What follows belongs to an exercise in optimizing a design on an open flow for small area, a short achievable clock period and few clock cycles; a production flow would make more cautious choices. Where RTL was checked, it was by simulation tests only, not by an equivalence proof against the original. Only the layout flow was run in runs 2 to 4; the RTL was not checked for function there. No activity file was given, so power comes from the tool's default toggle rates.

[flow/config.mk]
export PLATFORM = sky130hd
export DESIGN_NAME = mips16
export DESIGN_NICKNAME = mips16
export VERILOG_FILES = /design/flow/design.v
export SDC_FILE = /design/flow/constraint.sdc
export NUM_CORES = 4
export LEC_CHECK = 0
export CAP_MARGIN = 20
export CORE_MARGIN = 2
export CORE_UTILIZATION = 55
export SLEW_MARGIN = 20
[flow/constraint.sdc]
create_clock -name core_clock -period 11.0 [get_ports {clk}]
set_input_delay 2.2000 -clock core_clock [delete_from_list [all_inputs] [get_ports {clk}]]
set_output_delay 2.2000 -clock core_clock [all_outputs]
set_load 0.01 [all_outputs]
[flow/design.v]
module mips16(clk,rst,imem_addr,imem_rdata,dmem_addr,dmem_wdata,dmem_we,dmem_rdata,dbg_raddr,dbg_rdata);
input clk,rst;
output [15:0] imem_addr;
input [15:0] imem_rdata;
output [15:0] dmem_addr,dmem_wdata;
output dmem_we;
input [15:0] dmem_rdata;
input [2:0] dbg_raddr;
output [15:0] dbg_rdata;
wire [3:0] fop = imem_rdata[15:12];
wire [2:0] frd = imem_rdata[11:9];
wire [2:0] frs = imem_rdata[8:6];
wire [2:0] frt = imem_rdata[5:3];
wire f_st = (fop == 4'd11);
wire [2:0] frb = f_st ? frd : frt;
reg [111:0] regs;
wire [127:0] rv = {regs,16'h0000};
wire [15:0] ra = rv[frs*16 +: 16];
wire [15:0] rb = rv[frb*16 +: 16];
assign dbg_rdata = rv[dbg_raddr*16 +: 16];
reg e_we, e_st, e_bz;             
reg e_ld, e_useimm, e_sum, e_sub, e_selg, e_selp, e_sh, e_left;
reg [2:0] e_rd;
reg [5:0] e_imm;
reg [15:0] e_a, e_b;
reg [15:0] e_pc1;                 
wire [15:0] e_res;
wire fwd_a = e_we && (e_rd == frs);
wire fwd_b = e_we && (e_rd == frb);
always @(posedge clk) begin
  e_ld    <= (fop == 4'd10);
  e_useimm <= (fop >= 4'd9) && (fop <= 4'd12);
  e_sum   <= (fop == 4'd1) || (fop == 4'd2) || (fop == 4'd9);
  e_sub   <= (fop == 4'd2);
  e_selg  <= (fop == 4'd3) || (fop == 4'd4);    
  e_selp  <= (fop == 4'd4) || (fop == 4'd5);    
  e_sh    <= (fop == 4'd6) || (fop == 4'd7) || (fop == 4'd8);
  e_left  <= (fop == 4'd6);
  e_rd    <= frd;
  e_imm   <= imem_rdata[5:0];
  e_a     <= fwd_a ? e_res : ra;
  e_b     <= fwd_b ? e_res : rb;
end
always @(posedge clk or posedge rst) begin
  if (rst) begin
    e_we <= 1'b0;
    e_st <= 1'b0;
    e_bz <= 1'b0;
    e_pc1 <= 16'h0000;
  end else begin
    e_we <= (fop >= 4'd1) && (fop <= 4'd10) && (frd != 3'd0);
    e_st <= f_st;
    e_bz <= (fop == 4'd12);
    e_pc1 <= imem_addr + 16'd1;
  end
end
wire [15:0] imm = {{10{e_imm[5]}},e_imm};
wire [15:0] x = e_bz ? e_pc1 : e_a;
wire [15:0] y = e_useimm ? imm : (e_b ^ {16{e_sub}});
wire [15:0] p = x ^ y;
wire [15:0] gg = x & y;
wire [15:0] g0 = {gg[15:1], gg[0] | (p[0] & e_sub)};
wire [15:0] G1, P1, G2, P2, G3, P3, G4, P4;
genvar g;
generate for (g = 0; g < 16; g = g + 1) begin : pfx
  if (g & 1) begin : l1
    assign G1[g] = g0[g] | (p[g] & g0[g-1]);
    assign P1[g] = p[g] & p[g-1];
  end else begin : l1n
    assign G1[g] = g0[g];
    assign P1[g] = p[g];
  end
  if (g & 2) begin : l2
    assign G2[g] = G1[g] | (P1[g] & G1[(g & ~3) + 1]);
    assign P2[g] = P1[g] & P1[(g & ~3) + 1];
  end else begin : l2n
    assign G2[g] = G1[g];
    assign P2[g] = P1[g];
  end
  if (g & 4) begin : l3
    assign G3[g] = G2[g] | (P2[g] & G2[(g & ~7) + 3]);
    assign P3[g] = P2[g] & P2[(g & ~7) + 3];
  end else begin : l3n
    assign G3[g] = G2[g];
    assign P3[g] = P2[g];
  end
  if (g & 8) begin : l4
    assign G4[g] = G3[g] | (P3[g] & G3[7]);
  end else begin : l4n
    assign G4[g] = G3[g];
  end
end endgenerate
wire [15:0] carry = {G4[14:0], e_sub};
wire [15:0] sum = p ^ carry;
wire [3:0] s = e_b[3:0];
wire [3:0] r = e_left ? (4'd0 - s) : s;
wire [31:0] a2 = {e_a, e_a};
reg [15:0] q1, q2;
integer i;
always @(*) begin
  for (i = 0; i < 16; i = i + 1) begin
    case (r[1:0])
      2'd0: q1[i] = a2[i];
      2'd1: q1[i] = a2[i+1];
      2'd2: q1[i] = a2[i+2];
      default: q1[i] = a2[i+3];
    endcase
  end
end
wire [31:0] q1d = {q1, q1};
always @(*) begin
  for (i = 0; i < 16; i = i + 1) begin
    case (r[3:2])
      2'd0: q2[i] = q1d[i];
      2'd1: q2[i] = q1d[i+4];
      2'd2: q2[i] = q1d[i+8];
      default: q2[i] = q1d[i+12];
    endcase
  end
end
wire [15:0] mask;
generate for (g = 0; g < 16; g = g + 1) begin : m
  assign mask[g] = e_left ? (s <= g) : (s <= 15 - g);
end endgenerate
wire [15:0] shres = (|e_b[15:4]) ? 16'h0000 : (q2 & mask);
assign e_res = ({16{e_sum}} & sum)
             | ({16{e_selg}} & gg)
             | ({16{e_selp}} & p)
             | ({16{e_sh}}  & shres)
             | ({16{e_ld}}  & dmem_rdata);
integer k;
always @(posedge clk) begin
  for (k = 1; k < 8; k = k + 1)
    if (rst || (e_we && e_rd == k))
      regs[(k-1)*16 +: 16] <= rst ? 16'h0000 : e_res;
end
assign dmem_addr = sum;
assign dmem_wdata = e_b;
assign dmem_we = e_st;
wire taken = e_bz && (e_a == 16'h0000);
assign imem_addr = taken ? sum : e_pc1;
endmodule
[flow/flow/run.sh]
#!/bin/bash
set -euo pipefail
export SETUP_SLACK_MARGIN=5.5
export BUFFER_PORTS_ARGS="-buffer_cell sky130_fd_sc_hd__buf_1"
bash standard.sh > standard.log 2>&1
[flow/standard.sh]
#!/bin/bash
# synth_recipe.tcl (not shown) runs the flow's synth.tcl, then flattens the netlist and writes it again
# the make line also repeats each setting of config.mk as NAME=value (left out here)
make -C /OpenROAD-flow-scripts/flow DESIGN_CONFIG=/design/flow/config.mk WORK_HOME=/design/flow/orfs CLKGATE_MAP_FILE= SYNTH_SCRIPT=/design/flow/synth_recipe.tcl "${@:-finish}"
==> summary.txt, run 1 <==
Power and ir drop
  • Max rail drop VDD: 0.000143 V
  • Cell Pwr Density: 181 mW/mm²
  • Leak Pwr: 5.32 nW

STA
  • Tmin final: 5.68 ns
  • RSZ-0062 raised after global routing: true
  • Max_slew headroom: 0.335
  • Worst Tran Pin Value: 0.998 ns
  • Final period utilization: 0.517
  • Clk_skew: 0.0173 ns
  • Setup TNS: 0 ns
  • Max Freq: 176 MHz
  • Slew Viols, Final: 0
  • Setup violations, final: 0
  • Final Hold Fails: 0

Route
  • Wire per inst: 25.3 µm
  • Via count: 10206
  • Drt pass-1 iters: 6
  • Post-detailed-route count of antenna-violating nets: 0
  • Initial DRC count: 1174
  • Final wirelength: 38900 µm
  • Vias per cell: 6.65
  • DRC errors left: 0

GRT
  • Total GRT Usage: 0.345
  • Largest net degree at the start of global routing: 51
  • Vias in the first global route: 9542
  • First-pass GRT wire length: 57800 µm
  • Grt total ovfl: 0
  • Initial antenna violation count: 0

Critical path
  • Critical Path Start: e_b[0]
  • Crit path max-delay family: compound AO/OA/AOI/OAI gates
  • Reg-to-Reg Start: e_b[0]
  • Worst path arrival time: 3.48 ns
  • Cells along the critical path: xnor2_2 > o21ai_2 > inv_2 > fa_2 > fa_2 > nand2b_4 > a21o_1 > a2111oi_4 > a211oi_2 > a21oi_1 > xor2_1 > mux2_4 > buf_6
  • Cell mode on critical path: fa_2
  • Register-to-Register Setup Slack: 6.95 ns
  • CP Capture Point: imem_addr[15]
  • CP bufs+invs: 2
  • Critical path's slowest cell: fa_2
  • Setup CP Type: flop to primary output
  • Crit start category: flop
  • CP Depth: 13
  • R2R cell count: 16
  • Crit path max fanout: 3
  • Worst EP required: 8.80 ns
  • Critical path's largest stage delay: 0.40 ns
  • Crit end category: primary output
  • R2R Path End: regs[9]

Clock tree
  • Clk slew on worst S/H paths: 0.08 ns
  • Clk Latency, worst-skew pair: 0.44 ns
  • CTS tree: done
  • CTS sink cnt: 180
  • Htree depth: 4
  • Inserted Clock Buffers: 17
  • CTS Buffer Depth: 2
  • Root Buffer: clkbuf_16
  • Hold buffers post-CTS: 0

Yosys
  • Average cell area after synthesis: 10.2 µm²
  • Dominant cell type by area after synthesis: edfxtp_1
  • Yosys cell types: 78
  • Syn Inst Count: 1156
  • Synth warn: 1
  • Synth top area cells: edfxtp_1 (28%), mux4_2 (8.7%), dfxtp_1 (8.3%), nand2_1 (4.6%), mux2_2 (4.6%)
  • Syn nets: 1219
  • Prevailing post-synth register cell: edfxtp_1
  • Post-synth EDFFs: 112
  • Post-synth design cell area: 0.0118 mm²
  • Sequential cell area fraction in the yosys report: 0.407
  • Synth Register Bits: 180
  • Fraction of registers with async set/reset: 0.106
  • Top-area cell type share of the netlist area: 0.284

Placement
  • Dpl cells: 1456
  • IO buf count: 101
  • DP HPWL: 25300 µm
  • DP Area: 0.0123 mm²
  • Global placement routability congestion: 0.958

Floorplanning
  • Initial Utilization: 0.561
  • Die area: 0.0227 mm²
  • Site Rows: 53
  • Chip width: 151 µm
  • Die height: 151 µm
  • Placeable Area: 0.0211 mm²
  • # IOs: 102

Run
  • MaxCap Viol Count: 0

Finish
  • Commonest non-fill, non-tap cell in the layout: nand2_1
  • Inserted Diodes: 0
  • Fin area: 0.0139 mm²
  • Fraction of layout cells with a size suffix above 1: 0.249
  • Most frequent cells in the layout: nand2_1 (140), edfxtp_1 (112), nor2_1 (77), buf_1 (69), o21ai_0 (66)
  • Nets: 1309
  • Synthesis-to-layout area growth: 17.6%
  • Filler cells: 1688
  • Final cell count without fillers: 1534
  • Layout Utilization: 0.660

Hold path
  • HP Class: flop to flop

Outcome
  • Status: timing/DRC/antenna clean
tightest hold or removal path: cells and delay by family (launching register included):
kind	cells	cell delay (ns)
AOI/OAI and AO/OA	1	0.17
DFF	1	0.40
and+or+nand+nor	1	0.07
metal layers:
layer	track usage	wire length, µm	vias up
met5	0	0	-
met4	0.163	1850	0
met3	0.0467	3400	96
met2	0.566	18400	621
met1	0.455	15200	4946
li1	-	-	4543
repair_timing:
action	4_1_cts	5_1_grt
setup endpoints to repair	44	34
gates resized for setup	108	54
buffers inserted	31	8
gates cloned	6	0
pin swaps	22	31
power by group:
part | total [mW] | switching, mW | internal [mW]
clock network | 0.669 | 0.312 | 0.357
registers | 0.942 | 0.119 | 0.824
logic | 0.907 | 0.515 | 0.393
how the worst min path moves through the flow:
| stage | from | cells after the start | to |
|---|---|---|---|
| 2_1_floorplan | e_pc1[0] | 2 | e_pc1[0] |
| 3_3_place_gp | e_pc1[12] | 3 | e_pc1[12] |
| 4_1_cts | e_pc1[12] | 3 | e_pc1[12] |
| 5_1_grt | e_pc1[0] | 2 | e_pc1[0] |
| 3_5_place_dp | e_pc1[14] | 3 | e_pc1[14] |
| 6_report | e_pc1[0] | 2 | e_pc1[0] |
registers in the layout (all words and copies together), names as in the netlist:
| register | cells |
|---|---|
| e_pc1 | 16 |
| e_sub | 1 |
| regs | 112 |
| e_st | 1 |
| e_ld | 1 |
| e_we | 1 |
| e_selp | 1 |
| e_sh | 1 |
| e_a | 16 |
| e_rd | 3 |
| e_imm | 6 |
| e_bz | 1 |
| e_selg | 1 |
| e_useimm | 1 |
| e_b | 16 |
| e_sum | 1 |
| e_left | 1 |
stage by stage:
stage	total power, mW	hold WS (ns)	setup WS, ns
finish	2.52	0.688	5.32
detailed placement	1.72	0.648	4.68
floorplan	1.46	0.574	5.49
CTS	2.45	0.670	5.27
global placement	1.71	0.642	4.73
global route	2.63	0.712	5.24
Yosys cell counts, types with 6 or more instances:
cell and instances:
a211oi_1 25, a21oi_1 64, a221o_1 16, a222oi_1 14, a22oi_1 32, a311oi_1 16
and2_0 17, and2_1 12, and3_1 9, buf_1 10, buf_2 14, clkbuf_1 57
dfrtp_1 19, dfxtp_1 49, edfxtp_1 112, ha_1 21, inv_1 37, mux2_2 48
mux2i_1 31, mux4_2 46, nand2_1 146, nand2b_1 6, nand3_1 14, nand4_1 6
nor2_1 78, nor2b_1 6, nor3_1 6, o211ai_1 11, o21ai_0 88, o21ai_1 11
xnor2_1 23, xor2_1 19
area by class of cell:
cell class | instances | area, µm² | share of cell area
repair buffers | 161 | 1160 | 0.0836
multi-input cells | 848 | 6780 | 0.487
well taps | 275 | 344 | 0.0247
clock buffers | 17 | 425 | 0.0305
flip-flops and latches | 180 | 4840 | 0.348
inverters | 38 | 143 | 0.0102
clock inverters | 15 | 224 | 0.0161
kinds of logic after synthesis:
kind of cell	count (synthesis)	share of synthesized area
AO/OA/AOI/OAI	325	0.188
AND/OR/NAND/NOR	325	0.128
flip-flops	180	0.407
multiplexers	129	0.166
buffers and inverters	128	0.0465
XOR/XNOR	43	0.0334
adder cells (fa/ha/maj)	26	0.0306
Testbench counts, summed over its fixed seeds: cycles 26,648.
==> run 2: changes to the inputs <==
--- a/flow/design.v
+++ b/flow/design.v
@@ -19,6 +19,7 @@
 wire [15:0] rb = rv[frb*16 +: 16];
 assign dbg_rdata = rv[dbg_raddr*16 +: 16];
 reg e_we, e_st, e_bz;             
+reg e_az;                         
 reg e_ld, e_useimm, e_sum, e_sub, e_selg, e_selp, e_sh, e_left;
 reg [2:0] e_rd;
 reg [5:0] e_imm;
@@ -27,6 +28,11 @@
 wire [15:0] e_res;
 wire fwd_a = e_we && (e_rd == frs);
 wire fwd_b = e_we && (e_rd == frb);
+wire [15:0] fa = fwd_a ? e_res : ra;
+wire [15:0] fb = fwd_b ? e_res : rb;
+wire f_bz = (fop == 4'd12);
+wire f_sub = (fop == 4'd2);
+wire [15:0] pc1n = imem_addr + 16'd1;
 always @(posedge clk) begin
   e_ld    <= (fop == 4'd10);
   e_useimm <= (fop >= 4'd9) && (fop <= 4'd12);
@@ -38,8 +44,9 @@
   e_left  <= (fop == 4'd6);
   e_rd    <= frd;
   e_imm   <= imem_rdata[5:0];
-  e_a     <= fwd_a ? e_res : ra;
-  e_b     <= fwd_b ? e_res : rb;
+  e_a     <= f_bz ? pc1n : fa;
+  e_b     <= fb ^ {16{f_sub}};
+  e_az    <= (fa == 16'h0000);
 end
 always @(posedge clk or posedge rst) begin
   if (rst) begin
@@ -50,13 +57,13 @@
   end else begin
     e_we <= (fop >= 4'd1) && (fop <= 4'd10) && (frd != 3'd0);
     e_st <= f_st;
-    e_bz <= (fop == 4'd12);
-    e_pc1 <= imem_addr + 16'd1;
+    e_bz <= f_bz;
+    e_pc1 <= pc1n;
   end
 end
 wire [15:0] imm = {{10{e_imm[5]}},e_imm};
-wire [15:0] x = e_bz ? e_pc1 : e_a;
-wire [15:0] y = e_useimm ? imm : (e_b ^ {16{e_sub}});
+wire [15:0] x = e_a;
+wire [15:0] y = e_useimm ? imm : e_b;
 wire [15:0] p = x ^ y;
 wire [15:0] gg = x & y;
 wire [15:0] g0 = {gg[15:1], gg[0] | (p[0] & e_sub)};
@@ -137,6 +144,6 @@
 assign dmem_addr = sum;
 assign dmem_wdata = e_b;
 assign dmem_we = e_st;
-wire taken = e_bz && (e_a == 16'h0000);
+wire taken = e_bz && e_az;
 assign imem_addr = taken ? sum : e_pc1;
 endmodule
==> flow/flow/run.sh (replaced) <==
#!/bin/bash
set -euo pipefail
export SETUP_SLACK_MARGIN=5.5
export BUFFER_PORTS_ARGS="-buffer_cell sky130_fd_sc_hd__buf_2"
bash standard.sh > standard.log 2>&1
--- a/flow/config.mk
+++ b/flow/config.mk
@@ -7,5 +7,5 @@
 export LEC_CHECK = 0
 export CAP_MARGIN = 20
 export CORE_MARGIN = 2
-export CORE_UTILIZATION = 55
+export CORE_UTILIZATION = 45
 export SLEW_MARGIN = 20
==> run 2 against run 1 <==
Combinational power is 9.6% higher. Non-clock buffer count is 7 higher. Critical path depth is 3 lower. Via count is 3.1% higher. Clock skew is 0.0021 ns lower. Utilization is 12 points lower. Register-to-register slack worse by 0.54 ns. Worst hold slack worse by 0.21 ns. Worst setup slack better by 0.042 ns. First-iteration DRC count is 3.2% higher. Critical path type is now input port to primary output. Largest power group is now combinational logic.
==> summary.txt, run 2 <==
Outcome
  • Status: timing/DRC/antenna clean (unchanged)

Clock tree
  • Inserted Clock Buffers: 17 (unchanged)
  • CTS sink cnt: 181 (was 180)
  • Clk slew on worst S/H paths: 0.07 ns (was 0.08 ns)
  • CTS tree: done (unchanged)
  • Clk Latency, worst-skew pair: 0.45 ns (was 0.44 ns)
  • CTS Buffer Depth: 2 (unchanged)
  • Hold buffers post-CTS: 0 (unchanged)
  • Root Buffer: clkbuf_16 (unchanged)
  • Htree depth: 4 (unchanged)

Hold path
  • Hold path endpoint: e_pc1[0] (unchanged)
  • HP Class: flop to flop (unchanged)
  • Hold path depth: 1 (was 2)
  • Hold wc startpoint: e_pc1[0] (unchanged)

Yosys
  • Sequential cell area fraction in the yosys report: 0.401 (was 0.407)
  • Syn Inst Count: 1195 (was 1156)
  • Syn nets: 1258 (was 1219)
  • Synth top cells by count: nand2_1 (128), edfxtp_1 (112), o21ai_0 (96) (was nand2_1 (146), edfxtp_1 (112), o21ai_0 (88))
  • Prevailing post-synth register cell: edfxtp_1 (unchanged)
  • Dominant cell type by area after synthesis: edfxtp_1 (unchanged)
  • Most frequent cell after synthesis: nand2_1 (unchanged)
  • Top-area cell type share of the netlist area: 0.279 (was 0.284)
  • Fraction of registers with async set/reset: 0.105 (was 0.106)
  • Post-synth design cell area: 0.0121 mm² (was 0.0118 mm²)
  • Synth top area cells: edfxtp_1 (28%), mux4_2 (8.8%), dfxtp_1 (8.3%), mux2_2 (4.1%), o21ai_0 (4.0%) (was edfxtp_1 (28%), mux4_2 (8.7%), dfxtp_1 (8.3%), nand2_1 (4.6%), mux2_2 (4.6%))
  • Synth Register Bits: 181 (was 180)
  • Average cell area after synthesis: 10.1 µm² (was 10.2 µm²)
  • Post-synth EDFFs: 112 (unchanged)
  • Synth warn: 1 (unchanged)
  • Yosys cell types: 75 (was 78)

Critical path
  • Setup CP Type: input port to primary output (was flop to primary output)
  • R2R Path End: e_a[15] (was regs[9])
  • Crit start category: input port (was flop)
  • Critical path's largest stage delay: 0.15 ns (was 0.40 ns)
  • Worst path arrival time: 3.44 ns (was 3.48 ns)
  • Crit end category: primary output (unchanged)
  • Cells along the critical path: buf_8 > buf_12 > buf_12 > buf_6 > nor2b_4 > buf_6 > buf_16 > a22oi_2 > o21ai_1 > buf_2 (was xnor2_2 > o21ai_2 > inv_2 > fa_2 > fa_2 > nand2b_4 > a21o_1 > a2111oi_4 > a211oi_2 > a21oi_1 > xor2_1 > mux2_4 > buf_6)
  • Critical path's slowest cell: buf_16 (was fa_2)
  • Crit path max fanout: 7 (was 3)
  • Reg-to-Reg Start: e_useimm (was e_b[0])
  • Worst EP required: 8.80 ns (about the same)
  • Register-to-Register Setup Slack: 6.41 ns (was 6.95 ns)
  • R2R cell count: 18 (was 16)

STA
  • Tmin final: 5.64 ns (was 5.68 ns)
  • Max Freq: 177 MHz (was 176 MHz)
  • Clk_skew: 0.0152 ns (was 0.0173 ns)
  • Slew Viols, Final: 0 (unchanged)
  • Setup violations, final: 0 (unchanged)
  • Max_slew headroom: 0.187 (was 0.335)
  • Final Hold Fails: 0 (unchanged)
  • Setup TNS: 0 ns (unchanged)
  • RSZ-0062 raised after global routing: true (unchanged)
  • Final period utilization: 0.513 (was 0.517)
  • Worst Tran Pin Value: 1.20 ns (was 0.998 ns)

Placement
  • DP HPWL: 27300 µm (was 25300 µm)
  • DP Area: 0.0128 mm² (was 0.0123 mm²)
  • IO buf count: 101 (unchanged)
  • Global placement routability congestion: 0.943 (was 0.958)

Finish
  • Synthesis-to-layout area growth: 18.5% (was 17.6%)
  • Max FFs per register: 112 (unchanged)
  • Layout Utilization: 0.545 (was 0.660)
  • Fin area: 0.0143 mm² (was 0.0139 mm²)
  • Inserted Diodes: 0 (unchanged)
  • Fraction of layout cells with a size suffix above 1: 0.279 (was 0.249)
  • Most frequent cells in the layout: nand2_1 (125), edfxtp_1 (112), buf_2 (98), o21ai_0 (79), nor2_1 (68) (was nand2_1 (140), edfxtp_1 (112), nor2_1 (77), buf_1 (69), o21ai_0 (66))
  • Commonest non-fill, non-tap cell in the layout: nand2_1 (unchanged)
  • Top reg by flops: regs (unchanged)
  • Nets: 1351 (was 1309)

Route
  • DRT met1 WL: 16900 µm (was 15200 µm)
  • Met2 Wirelength: 19200 µm (was 18400 µm)
  • Top sig layer: met5 (was met4)
  • Via count: 10526 (was 10206)
  • Drt pass-1 iters: 6 (unchanged)
  • DRC errors left: 0 (unchanged)
  • Met3 WL post-DR: 3720 µm (was 3400 µm)
  • Initial DRC count: 1212 (was 1174)
  • Wire per inst: 25.1 µm (was 25.3 µm)
  • Vias per cell: 6.43 (was 6.65)
  • Final wirelength: 41100 µm (was 38900 µm)
  • Post-detailed-route count of antenna-violating nets: 0 (unchanged)

GRT
  • Largest net degree at the start of global routing: 46 (was 51)
  • Total GRT Usage: 0.290 (was 0.345)
  • Vias in the first global route: 9791 (was 9542)
  • First-pass GRT wire length: 61500 µm (was 57800 µm)
  • Grt total ovfl: 0 (unchanged)
  • Initial antenna violation count: 1 (was 0)

Power and ir drop
  • Max rail drop VDD: 0.000112 V (was 0.000143 V)
  • Leak Pwr: 5.76 nW (was 5.32 nW)
  • Cell Pwr Density: 182 mW/mm² (was 181 mW/mm²)

Floorplanning
  • Die area: 0.0281 mm² (was 0.0227 mm²)
  • Die height: 168 µm (was 151 µm)
  • Site Rows: 59 (was 53)
  • Chip width: 168 µm (was 151 µm)
  • Placeable Area: 0.0262 mm² (was 0.0211 mm²)
  • Initial Utilization: 0.460 (was 0.561)
  • # IOs: 102 (unchanged)

Run
  • MaxCap Viol Count: 0 (unchanged)
==> run 2: cell types whose count changed after synthesis, sizes merged, moves of 8 or more <==
cell / delta
a211oi: +15
a221o: -11
buf: -13
inv: +19
nor2: -8
mux2i: +11
nor3: +8
clkbuf: +17
nand2: -20
a221oi: +12
==> run 2: what timing repair did <==
action / in CTS / in global routing
pin swaps: 13 / 19
gates resized for setup: 73 / 34
cloned: 3 / 0
setup endpoints to repair: 40 / 30
buffers inserted: 20 / 24
==> run 2: worst max path at each step <==
stage | from | slack, ns | end | depth (start not counted)
after floorplan | dbg_raddr[0] | 5.50 | dbg_rdata[0] | 5
after global placement | dbg_raddr[1] | 4.54 | dbg_rdata[1] | 5
after detailed placement | dbg_raddr[1] | 4.48 | dbg_rdata[3] | 5
after CTS | dbg_raddr[0] | 5.36 | dbg_rdata[7] | 10
after global routing | dbg_raddr[0] | 5.27 | dbg_rdata[5] | 10
final | dbg_raddr[0] | 5.36 | dbg_rdata[0] | 10
==> run 2: area by class of cell <==
class | instances | area [µm²]
clock buffers | 17 | 425
fillers | 2341 | 11900
repair buffers | 168 | 1220
flip-flops and latches | 181 | 4860
inverters | 58 | 230
multi-input cells | 862 | 6930
clock inverters | 15 | 200
well taps | 335 | 419
==> run 2: cells by family (layout without fill, tap and decap cells) <==
kind of cell,count (synthesis),in the layout,synth area share
simple gates,304,304,0.117
buf+inv,152,258,0.0498
xor+xnor,44,44,0.0326
fa+ha+maj,26,26,0.0301
mux,139,139,0.173
compound gates,349,349,0.196
flops,181,181,0.401
==> run 2: stage by stage <==
step	hold WS (ns)	setup WS (ns)	total power, mW	instances
after global placement	0.467	4.54	1.79	1557
after CTS	0.477	5.36	2.52	1612
after floorplan	0.439	5.50	1.50	1195
after global routing	0.519	5.27	2.71	1636
after detailed placement	0.471	4.48	1.80	1557
final	0.477	5.36	2.59	1636
==> run 2: critical path, delay by kind of cell <==
family,cells,cell delay [ns]
buf+inv,7,0.92
simple gates,1,0.13
compound gates,2,0.19
==> run 2: power breakdown <==
group | internal, mW | switching (mW)
clock | 0.351 | 0.314
sequential | 0.826 | 0.107
combinational | 0.434 | 0.560
==> run 2: metal layers <==
metal  vias to the layer above  global-route usage
met1                      5182               0.391
li1                       4716                   -
met4                         2              0.0987
met3                        83              0.0633
met5                         -                   0
met2                       543               0.465
==> run 3: changes to the inputs <==
--- a/flow/config.mk
+++ b/flow/config.mk
@@ -9,3 +9,4 @@
 export CORE_MARGIN = 2
 export CORE_UTILIZATION = 45
 export SLEW_MARGIN = 20
+export TNS_END_PERCENT = 10
==> run 3 against run 2 <==
Still clean. Die area unchanged. Critical path depth down 3. First-iteration DRC count up 4.6%. Clock power down 3.2%. Non-clock buffer count down 7. Sequential power down 0.9%. Critical path type unchanged. Highest routed layer is now met4.
==> summary.txt, run 3 <==
Outcome
  • Status: timing/DRC/antenna clean (unchanged)

STA
  • Slew Viols, Final: 0 (unchanged)
  • Max Freq: 179 MHz (was 177 MHz)
  • Max_slew headroom: 0.269 (was 0.187)
  • Clk_skew: 0.0195 ns (was 0.0152 ns)
  • Tmin final: 5.60 ns (was 5.64 ns)
  • Setup violations, final: 0 (unchanged)
  • Final period utilization: 0.509 (was 0.513)
  • Worst Tran Pin Value: 1.09 ns (was 1.20 ns)
  • RSZ-0062 raised after global routing: true (unchanged)
  • Final Hold Fails: 0 (unchanged)
  • Setup TNS: 0 ns (unchanged)

Placement
  • IO buf count: 101 (unchanged)
  • DP Area: 0.0128 mm² (about the same)
  • Global placement routability congestion: 0.965 (was 0.943)
  • DP HPWL: 27100 µm (was 27300 µm)

Finish
  • Fraction of layout cells with a size suffix above 1: 0.253 (was 0.279)
  • Nets: 1344 (was 1351)
  • Top reg by flops: regs (unchanged)
  • Max FFs per register: 112 (unchanged)
  • Filler cells: 2325 (was 2341)
  • Register area: 0.00485 mm² (was 0.00486 mm²)
  • Fin area: 0.0140 mm² (was 0.0143 mm²)
  • Synthesis-to-layout area growth: 16.5% (was 18.5%)
  • Inserted Diodes: 0 (unchanged)
  • Most frequent cells in the layout: nand2_1 (127), edfxtp_1 (112), buf_2 (99), o21ai_0 (85), nor2_1 (68) (was nand2_1 (125), edfxtp_1 (112), buf_2 (98), o21ai_0 (79), nor2_1 (68))
  • Commonest non-fill, non-tap cell in the layout: nand2_1 (unchanged)
  • Multi-input logic area: 0.00681 mm² (was 0.00693 mm²)

Route
  • Initial DRC count: 1268 (was 1212)
  • Met2 Wirelength: 19000 µm (was 19200 µm)
  • Wire per inst: 25.1 µm (about the same)
  • Post-detailed-route count of antenna-violating nets: 0 (unchanged)
  • DRC errors left: 0 (unchanged)
  • Met3 WL post-DR: 3650 µm (was 3720 µm)
  • DRT met1 WL: 16800 µm (was 16900 µm)
  • Drt pass-1 iters: 6 (unchanged)
  • Vias per cell: 6.52 (was 6.43)
  • Via count: 10627 (was 10526)
  • Top sig layer: met4 (was met5)
  • Final wirelength: 40900 µm (was 41100 µm)

Critical path
  • R2R cell count: 33 (was 18)
  • Critical path's slowest cell: mux4_2 (was buf_16)
  • Register-to-Register Setup Slack: 5.59 ns (was 6.41 ns)
  • Setup CP Type: input port to primary output (unchanged)
  • CP bufs+invs: 4 (was 7)
  • Reg-to-Reg Start: e_useimm (unchanged)
  • Crit start category: input port (unchanged)
  • Cell mode on critical path: buf_12
  • Worst path arrival time: 3.40 ns (was 3.44 ns)
  • CP Depth: 7 (was 10)
  • Crit path max fanout: 8 (was 7)
  • R2R Path End: e_a[15] (unchanged)
  • Critical path's largest stage delay: 0.52 ns (was 0.15 ns)
  • Crit path max-delay family: buffers and inverters (unchanged)
  • Crit end category: primary output (unchanged)
  • Cells along the critical path: buf_8 > buf_12 > buf_12 > mux4_2 > nand2_1 > o21ai_1 > buf_2 (was buf_8 > buf_12 > buf_12 > buf_6 > nor2b_4 > buf_6 > buf_16 > a22oi_2 > o21ai_1 > buf_2)
  • Worst EP required: 8.80 ns (about the same)

Power and ir drop
  • Leak Pwr: 5.68 nW (was 5.76 nW)
  • Cell Pwr Density: 179 mW/mm² (was 182 mW/mm²)
  • P_int: 1.53 mW (was 1.61 mW)
  • Sequential group share of total power: 0.368 (was 0.360)
  • Clock power share: 0.256 (was 0.257)
  • Sw Pwr: 0.984 mW (was 0.981 mW)
  • Max rail drop VDD: 0.000107 V (was 0.000112 V)
  • Switching Fraction: 0.392 (was 0.379)
  • Comb power frac: 0.375 (was 0.383)

Yosys
  • Synth top cells by count: nand2_1 (128), edfxtp_1 (112), o21ai_0 (96) (unchanged)
  • Synth top area cells: edfxtp_1 (28%), mux4_2 (8.8%), dfxtp_1 (8.3%), mux2_2 (4.1%), o21ai_0 (4.0%) (unchanged)
  • Sequential cell area fraction in the yosys report: 0.401 (unchanged)
  • Synth Area in Simple Gates: 0.117 (unchanged)
  • Synth Register Bits: 181 (unchanged)
  • Most frequent cell after synthesis: nand2_1 (unchanged)
  • Syn Inst Count: 1195 (unchanged)
  • Post-synth EDFFs: 112 (unchanged)
  • Top-area cell type share of the netlist area: 0.279 (unchanged)
  • Syn nets: 1258 (unchanged)
  • Yosys cell types: 75 (unchanged)
  • Compound-Gate Fraction of Synth Area: 0.196 (unchanged)
  • Adder-Cell Fraction of Synth Area: 0.0301 (unchanged)
  • Prevailing post-synth register cell: edfxtp_1 (unchanged)
  • Mux cell area share after synthesis: 0.173 (unchanged)
  • Synth warn: 1 (unchanged)
  • Post-synth design cell area: 0.0121 mm² (unchanged)
  • Fraction of registers with async set/reset: 0.105 (unchanged)
  • Largest family of logic cells by synthesized area: compound AO/OA/AOI/OAI gates (unchanged)
  • Average cell area after synthesis: 10.1 µm² (unchanged)
  • XOR/XNOR Fraction of Synth Area: 0.0326 (unchanged)
  • Dominant cell type by area after synthesis: edfxtp_1 (unchanged)

Clock tree
  • Inserted Clock Buffers: 17 (unchanged)
  • CTS sink cnt: 181 (unchanged)
  • Root Buffer: clkbuf_16 (unchanged)
  • CTS Buffer Depth: 2 (unchanged)
  • Hold buffers post-CTS: 0 (unchanged)
  • Clk Latency, worst-skew pair: 0.45 ns (about the same)
  • Clk slew on worst S/H paths: 0.07 ns (about the same)
  • Htree depth: 4 (unchanged)
  • CTS tree: done (unchanged)

GRT
  • Grt total ovfl: 0 (unchanged)
  • First-pass GRT wire length: 61900 µm (was 61500 µm)
  • Initial antenna violation count: 0 (was 1)
  • Largest net degree at the start of global routing: 46 (unchanged)
  • Vias in the first global route: 9950 (was 9791)
  • Total GRT Usage: 0.291 (was 0.290)

Hold path
  • Hold path endpoint: e_pc1[0] (unchanged)
  • Hold wc startpoint: e_pc1[0] (unchanged)
  • HP Class: flop to flop (unchanged)
  • Hold path depth: 1 (unchanged)

Run
  • MaxCap Viol Count: 0 (unchanged)

Floorplanning
  • Die area: 0.0281 mm² (unchanged)
  • Die height: 168 µm (unchanged)
  • Site Rows: 59 (unchanged)
  • Placeable Area: 0.0262 mm² (unchanged)
  • Initial Utilization: 0.460 (unchanged)
  • Chip width: 168 µm (unchanged)
  • # IOs: 102 (unchanged)
## run 3: cell counts after synthesis
No cell type changed its count.
## run 3: repair_timing
action,CTS,global route
buffers inserted,35,4
endpoints found under the setup margin,46,33
pin swaps,3,7
gates cloned,3,0
resized for setup,48,14
## run 3: how the worst max path moves through the flow
stage                      start       endpoint
detailed placement  dbg_raddr[1]   dbg_rdata[6]
global placement    dbg_raddr[1]   dbg_rdata[2]
finish              dbg_raddr[0]   dbg_rdata[7]
floorplan           dbg_raddr[0]   dbg_rdata[0]
CTS                 dbg_raddr[0]  dbg_rdata[13]
global route            e_useimm  imem_addr[13]
## run 3: cell families after synthesis
| kind of cell | after synthesis |
|---|---|
| compound gates | 349 |
| simple gates | 304 |
| flops | 181 |
| buf+inv | 152 |
| mux | 139 |
| xor+xnor | 44 |
| fa+ha+maj | 26 |
## run 3: per-stage QoR
stage,util,hold slack [ns],setup WS [ns],std cells,total power [mW]
final,0.536,0.511,5.40,1629,2.51
after global routing,0.536,0.536,5.34,1629,2.62
after CTS,0.532,0.510,5.41,1625,2.47
after detailed placement,0.488,0.500,4.59,1555,1.79
after global placement,0.488,0.466,4.60,1555,1.79
after floorplan,-,0.439,5.46,1195,1.50
## run 3: power by group through the flow
stage	combinational (mW)	sequential (mW)	clock, mW
6_report	0.943	0.925	0.644
5_1_grt	1.01	0.933	0.675
4_1_cts	0.906	0.919	0.648
3_5_place_dp	0.854	0.939	0
3_3_place_gp	0.850	0.937	0
2_1_floorplan	0.604	0.893	0
## run 3: layout make-up
type	instances	share of cell area
clock inverters	15	0.0131
flip-flops and latches	181	0.345
repair buffers	161	0.0801
multi-input cells	862	0.485
well taps	335	0.0299
inverters	58	0.0160
clock buffers	17	0.0303
## run 3: worst reg2reg max path, delay by kind of cell (launching register included)
family | cells | cell delay (ns)
buffers and inverters | 20 | 2.38
AO/OA/AOI/OAI | 5 | 1.11
adder cells (fa/ha/maj) | 2 | 0.54
flip-flops | 1 | 0.39
AND/OR/NAND/NOR | 3 | 0.31
multiplexers | 2 | 0.27
XOR/XNOR | 1 | 0.26
## run 3: layer usage
layer | up-vias | track usage
met3 | 88 | 0.0385
li1 | 4706 | -
met1 | 5224 | 0.403
met5 | - | 0
met4 | 0 | 0.110
met2 | 609 | 0.468
==> run 4: changes to the inputs <==
--- a/flow/design.v
+++ b/flow/design.v
@@ -15,11 +15,20 @@
 wire [2:0] frb = f_st ? frd : frt;
 reg [111:0] regs;
 wire [127:0] rv = {regs,16'h0000};
-wire [15:0] ra = rv[frs*16 +: 16];
-wire [15:0] rb = rv[frb*16 +: 16];
-assign dbg_rdata = rv[dbg_raddr*16 +: 16];
+function [15:0] rdport;
+  input [111:0] rg;
+  input [2:0] ad;
+  integer j;
+  begin
+    rdport = 16'h0000;
+    for (j = 1; j < 8; j = j + 1)
+      rdport = rdport | (rg[(j-1)*16 +: 16] & {16{ad == j}});
+  end
+endfunction
+wire [15:0] ra = rdport(regs, frs);
+wire [15:0] rb = rdport(regs, frb);
+assign dbg_rdata = rdport(regs, dbg_raddr);
 reg e_we, e_st, e_bz;             
-reg e_az;                         
 reg e_ld, e_useimm, e_sum, e_sub, e_selg, e_selp, e_sh, e_left;
 reg [2:0] e_rd;
 reg [5:0] e_imm;
@@ -28,11 +37,6 @@
 wire [15:0] e_res;
 wire fwd_a = e_we && (e_rd == frs);
 wire fwd_b = e_we && (e_rd == frb);
-wire [15:0] fa = fwd_a ? e_res : ra;
-wire [15:0] fb = fwd_b ? e_res : rb;
-wire f_bz = (fop == 4'd12);
-wire f_sub = (fop == 4'd2);
-wire [15:0] pc1n = imem_addr + 16'd1;
 always @(posedge clk) begin
   e_ld    <= (fop == 4'd10);
   e_useimm <= (fop >= 4'd9) && (fop <= 4'd12);
@@ -44,9 +48,8 @@
   e_left  <= (fop == 4'd6);
   e_rd    <= frd;
   e_imm   <= imem_rdata[5:0];
-  e_a     <= f_bz ? pc1n : fa;
-  e_b     <= fb ^ {16{f_sub}};
-  e_az    <= (fa == 16'h0000);
+  e_a     <= fwd_a ? e_res : ra;
+  e_b     <= fwd_b ? e_res : rb;
 end
 always @(posedge clk or posedge rst) begin
   if (rst) begin
@@ -57,13 +60,13 @@
   end else begin
     e_we <= (fop >= 4'd1) && (fop <= 4'd10) && (frd != 3'd0);
     e_st <= f_st;
-    e_bz <= f_bz;
-    e_pc1 <= pc1n;
+    e_bz <= (fop == 4'd12);
+    e_pc1 <= imem_addr + 16'd1;
   end
 end
 wire [15:0] imm = {{10{e_imm[5]}},e_imm};
-wire [15:0] x = e_a;
-wire [15:0] y = e_useimm ? imm : e_b;
+wire [15:0] x = e_bz ? e_pc1 : e_a;
+wire [15:0] y = e_useimm ? imm : (e_b ^ {16{e_sub}});
 wire [15:0] p = x ^ y;
 wire [15:0] gg = x & y;
 wire [15:0] g0 = {gg[15:1], gg[0] | (p[0] & e_sub)};
@@ -144,6 +147,6 @@
 assign dmem_addr = sum;
 assign dmem_wdata = e_b;
 assign dmem_we = e_st;
-wire taken = e_bz && e_az;
+wire taken = e_bz && (e_a == 16'h0000);
 assign imem_addr = taken ? sum : e_pc1;
 endmodule
==> run 4 against run 3 <==
Still clean. Sequential power rose by 0.8%. Critical path depth rose by 3. Cell count rose by 2.0%.
==> summary.txt, run 4 <==
STA
  • Final period utilization: 0.524 (was 0.509)
  • Tmin final: 5.76 ns (was 5.60 ns)
  • Worst hold margin: 0.613 ns (was 0.511 ns)
  • Slew Viols, Final: 0 (unchanged)
  • Worst Setup Slack, final: 5.24 ns (was 5.40 ns)
  • Clk_skew: 0.0185 ns (was 0.0195 ns)
  • Setup TNS: 0 ns (unchanged)
  • RSZ-0062 raised after global routing: true (unchanged)
  • Max_slew headroom: 0.217 (was 0.269)
  • Final Hold Fails: 0 (unchanged)
  • Max Freq: 173 MHz (was 179 MHz)
  • Setup violations, final: 0 (unchanged)
  • Worst Tran Pin Value: 1.17 ns (was 1.09 ns)

Critical path
  • Setup CP Type: input port to primary output (unchanged)
  • Crit path max fanout: 6 (was 8)
  • Crit start category: input port (unchanged)
  • Crit end category: primary output (unchanged)
  • Worst EP required: 8.80 ns (about the same)
  • Worst path arrival time: 3.56 ns (was 3.40 ns)

GRT
  • First-pass GRT wire length: 62100 µm (was 61900 µm)
  • Initial antenna violation count: 0 (unchanged)
  • Total GRT Usage: 0.292 (was 0.291)
  • Grt total ovfl: 0 (unchanged)
  • Vias in the first global route: 10045 (was 9950)
  • Largest net degree at the start of global routing: 45 (was 46)

Outcome
  • Status: timing/DRC/antenna clean (unchanged)

Yosys
  • Synth Register Bits: 180 (was 181)
  • Sequential cell area fraction in the yosys report: 0.407 (was 0.401)
  • Post-synth EDFFs: 112 (unchanged)
  • Fraction of registers with async set/reset: 0.106 (was 0.105)
  • Dominant cell type by area after synthesis: edfxtp_1 (unchanged)
  • Synth top cells by count: nand2_1 (155), edfxtp_1 (112), nor2_1 (99) (was nand2_1 (128), edfxtp_1 (112), o21ai_0 (96))
  • Syn Inst Count: 1226 (was 1195)
  • Post-synth design cell area: 0.0118 mm² (was 0.0121 mm²)
  • Synth top area cells: edfxtp_1 (28%), dfxtp_1 (8.3%), mux2i_1 (5.2%), nand2_1 (4.9%), dfrtp_1 (4.0%) (was edfxtp_1 (28%), mux4_2 (8.8%), dfxtp_1 (8.3%), mux2_2 (4.1%), o21ai_0 (4.0%))
  • Average cell area after synthesis: 9.66 µm² (was 10.1 µm²)
  • Synth warn: 1 (unchanged)
  • Syn nets: 1289 (was 1258)
  • Prevailing post-synth register cell: edfxtp_1 (unchanged)
  • Yosys cell types: 76 (was 75)
  • Most frequent cell after synthesis: nand2_1 (unchanged)
  • Top-area cell type share of the netlist area: 0.284 (was 0.279)

Route
  • Drt pass-1 iters: 8 (was 6)
  • Vias per cell: 6.43 (was 6.52)
  • Final wirelength: 40900 µm (about the same)
  • Wire per inst: 24.6 µm (was 25.1 µm)
  • Initial DRC count: 1392 (was 1268)
  • Via count: 10683 (was 10627)
  • DRC errors left: 0 (unchanged)
  • Post-detailed-route count of antenna-violating nets: 0 (unchanged)

Placement
  • Global placement routability congestion: 0.969 (was 0.965)
  • IO buf count: 101 (unchanged)
  • DP HPWL: 27600 µm (was 27100 µm)
  • Pre-CTS setup slack: 4.58 ns (was 4.59 ns)

Floorplanning
  • Die height: 166 µm (was 168 µm)
  • Die area: 0.0276 mm² (was 0.0281 mm²)
  • Placeable Area: 0.0260 mm² (was 0.0262 mm²)
  • Chip width: 166 µm (was 168 µm)
  • Site Rows: 59 (unchanged)
  • # IOs: 102 (unchanged)
  • Initial Utilization: 0.456 (was 0.460)

Finish
  • Max FFs per register: 112 (unchanged)
  • Commonest non-fill, non-tap cell in the layout: nand2_1 (unchanged)
  • Inserted Diodes: 0 (unchanged)
  • Top reg by flops: regs (unchanged)
  • Most frequent cells in the layout: nand2_1 (154), edfxtp_1 (112), nor2_1 (99), buf_2 (96), o21ai_0 (67) (was nand2_1 (127), edfxtp_1 (112), buf_2 (99), o21ai_0 (85), nor2_1 (68))
  • Fraction of layout cells with a size suffix above 1: 0.231 (was 0.253)
  • Nets: 1376 (was 1344)
  • Synthesis-to-layout area growth: 16.9% (was 16.5%)

Clock tree
  • Root Buffer: clkbuf_16 (unchanged)
  • CTS sink cnt: 180 (was 181)
  • Htree depth: 4 (unchanged)
  • Clk Latency, worst-skew pair: 0.45 ns (about the same)
  • Hold buffers post-CTS: 0 (unchanged)
  • Inserted Clock Buffers: 17 (unchanged)
  • CTS tree: done (unchanged)
  • CTS Buffer Depth: 2 (unchanged)
  • Clk slew on worst S/H paths: 0.08 ns (was 0.07 ns)

Power and ir drop
  • Leak Pwr: 5.75 nW (was 5.68 nW)
  • Max rail drop VDD: 0.000119 V (was 0.000107 V)
  • Cell Pwr Density: 182 mW/mm² (was 179 mW/mm²)

Hold path
  • HP Class: flop to flop (unchanged)

Run
  • MaxCap Viol Count: 0 (unchanged)
==> run 4: cells by family (layout without fill, tap and decap cells) <==
group	Yosys count	in the layout	share of synthesized area
muxes	128	128	0.137
AOI/OAI and AO/OA	350	350	0.206
xor gates and xnor gates	49	49	0.0391
buffers and inverters	140	240	0.0472
and+or+nand+nor	353	353	0.133
adders and majority gates	26	26	0.0306
DFF	180	180	0.407
==> run 4: timing repair <==
action / CTS / global route
pin swaps: 13 / 12
resized for setup: 43 / 18
cloned: 2 / 0
setup buffers: 39 / 4
endpoints found under the setup margin: 44 / 38
==> run 4: power by group <==
group	internal (mW)	total (mW)	switching, mW	leakage [nW]
clock network	0.341	0.674	0.334	0.313
logic	0.381	0.922	0.540	3.62
registers	0.825	0.932	0.107	1.82
total	1.55	2.53	0.981	5.75
==> run 4: worst max-delay path: stages <==
cell and delay (ns):
buf_8 0.10, buf_12 0.12, buf_4 0.15, buf_4 0.13, buf_4 0.13, mux2i_1 0.16
o2bb2ai_1 0.11, a22oi_1 0.19, o21ai_0 0.11, buf_2 0.16
==> run 4: area by class of cell <==
type                            instances  area (µm²)
Clock buffer                           17         425
Clock inverter                         15         225
Fill cell                            2331       12100
Inverter                               48         180
Multi-Input combinational cell        906        6660
Sequential cell                       180        4840
Tap cell                              335         419
Timing Repair Buffer                  160        1110
==> run 4: path summary, 6_finish.rpt <==
check | slack [ns] | end | from | depth (start not counted)
max | 5.24 | dbg_rdata[10] | dbg_raddr[1] | 10
min | 0.61 | e_b[12] | regs[12] | 2
max reg2reg | 6.86 | regs[46] | e_sub | 14
min reg2reg | 0.61 | e_b[12] | regs[12] | 2
max in group asynchronous | 8.65 | e_bz | rst | 3
min in group asynchronous | 2.04 | e_we | rst | 3
==> run 4: per-stage QoR <==
| step | power, mW | util | instance area (µm²) | std cells |
|---|---|---|---|---|
| 2_1_floorplan | 1.48 | - | 11900 | 1226 |
| 3_3_place_gp | 1.76 | 0.483 | 12500 | 1584 |
| 3_5_place_dp | 1.77 | 0.483 | 12500 | 1584 |
| 4_1_cts | 2.49 | 0.529 | 13800 | 1657 |
| 5_1_grt | 2.64 | 0.533 | 13900 | 1661 |
| 6_report | 2.53 | 0.533 | 13900 | 1661 |
==> run 4: routing by layer <==
layer	global-route usage	part of all wire
met5	0	0
met4	0.115	0.034
met3	0.0458	0.099
met2	0.469	0.46
met1	0.399	0.40

separate check: timing with driven ports:
The flow's constraints put no driver on any port. The routed layouts listed below were extracted and timed again, unchanged, in two steps.
Step 1: set_driving_cell puts a clkbuf_16 on clk and a buf_2 on each other input, an assumption about the parent block.
Step 2 times the ports against the registers' clock, not the clock port: input delays grow and output delays shrink by t, the midpoint of the rising clock arrivals with the driver on.
a / b / c = no drivers / after step 1 / after step 2; a / b = the first two.
run | t, ns | setup slack, ns | worst register clock-pin slew, ns
run 1 | 0.484 | 5.315 / 5.265 / 5.391 | 0.08 / 0.08
run 2 | 0.495 | 5.357 / 5.313 / 5.313 | 0.08 / 0.08
run 3 | 0.494 | 5.398 / 5.349 / 5.349 | 0.09 / 0.09
run 4 | 0.486 | 5.235 / 5.192 / 5.192 | 0.09 / 0.09
After both steps every run listed still meets setup and hold. For run 3, which loses most, drivers alone change the setup slack by -0.049 ns; drivers and shift together by -0.049 ns.
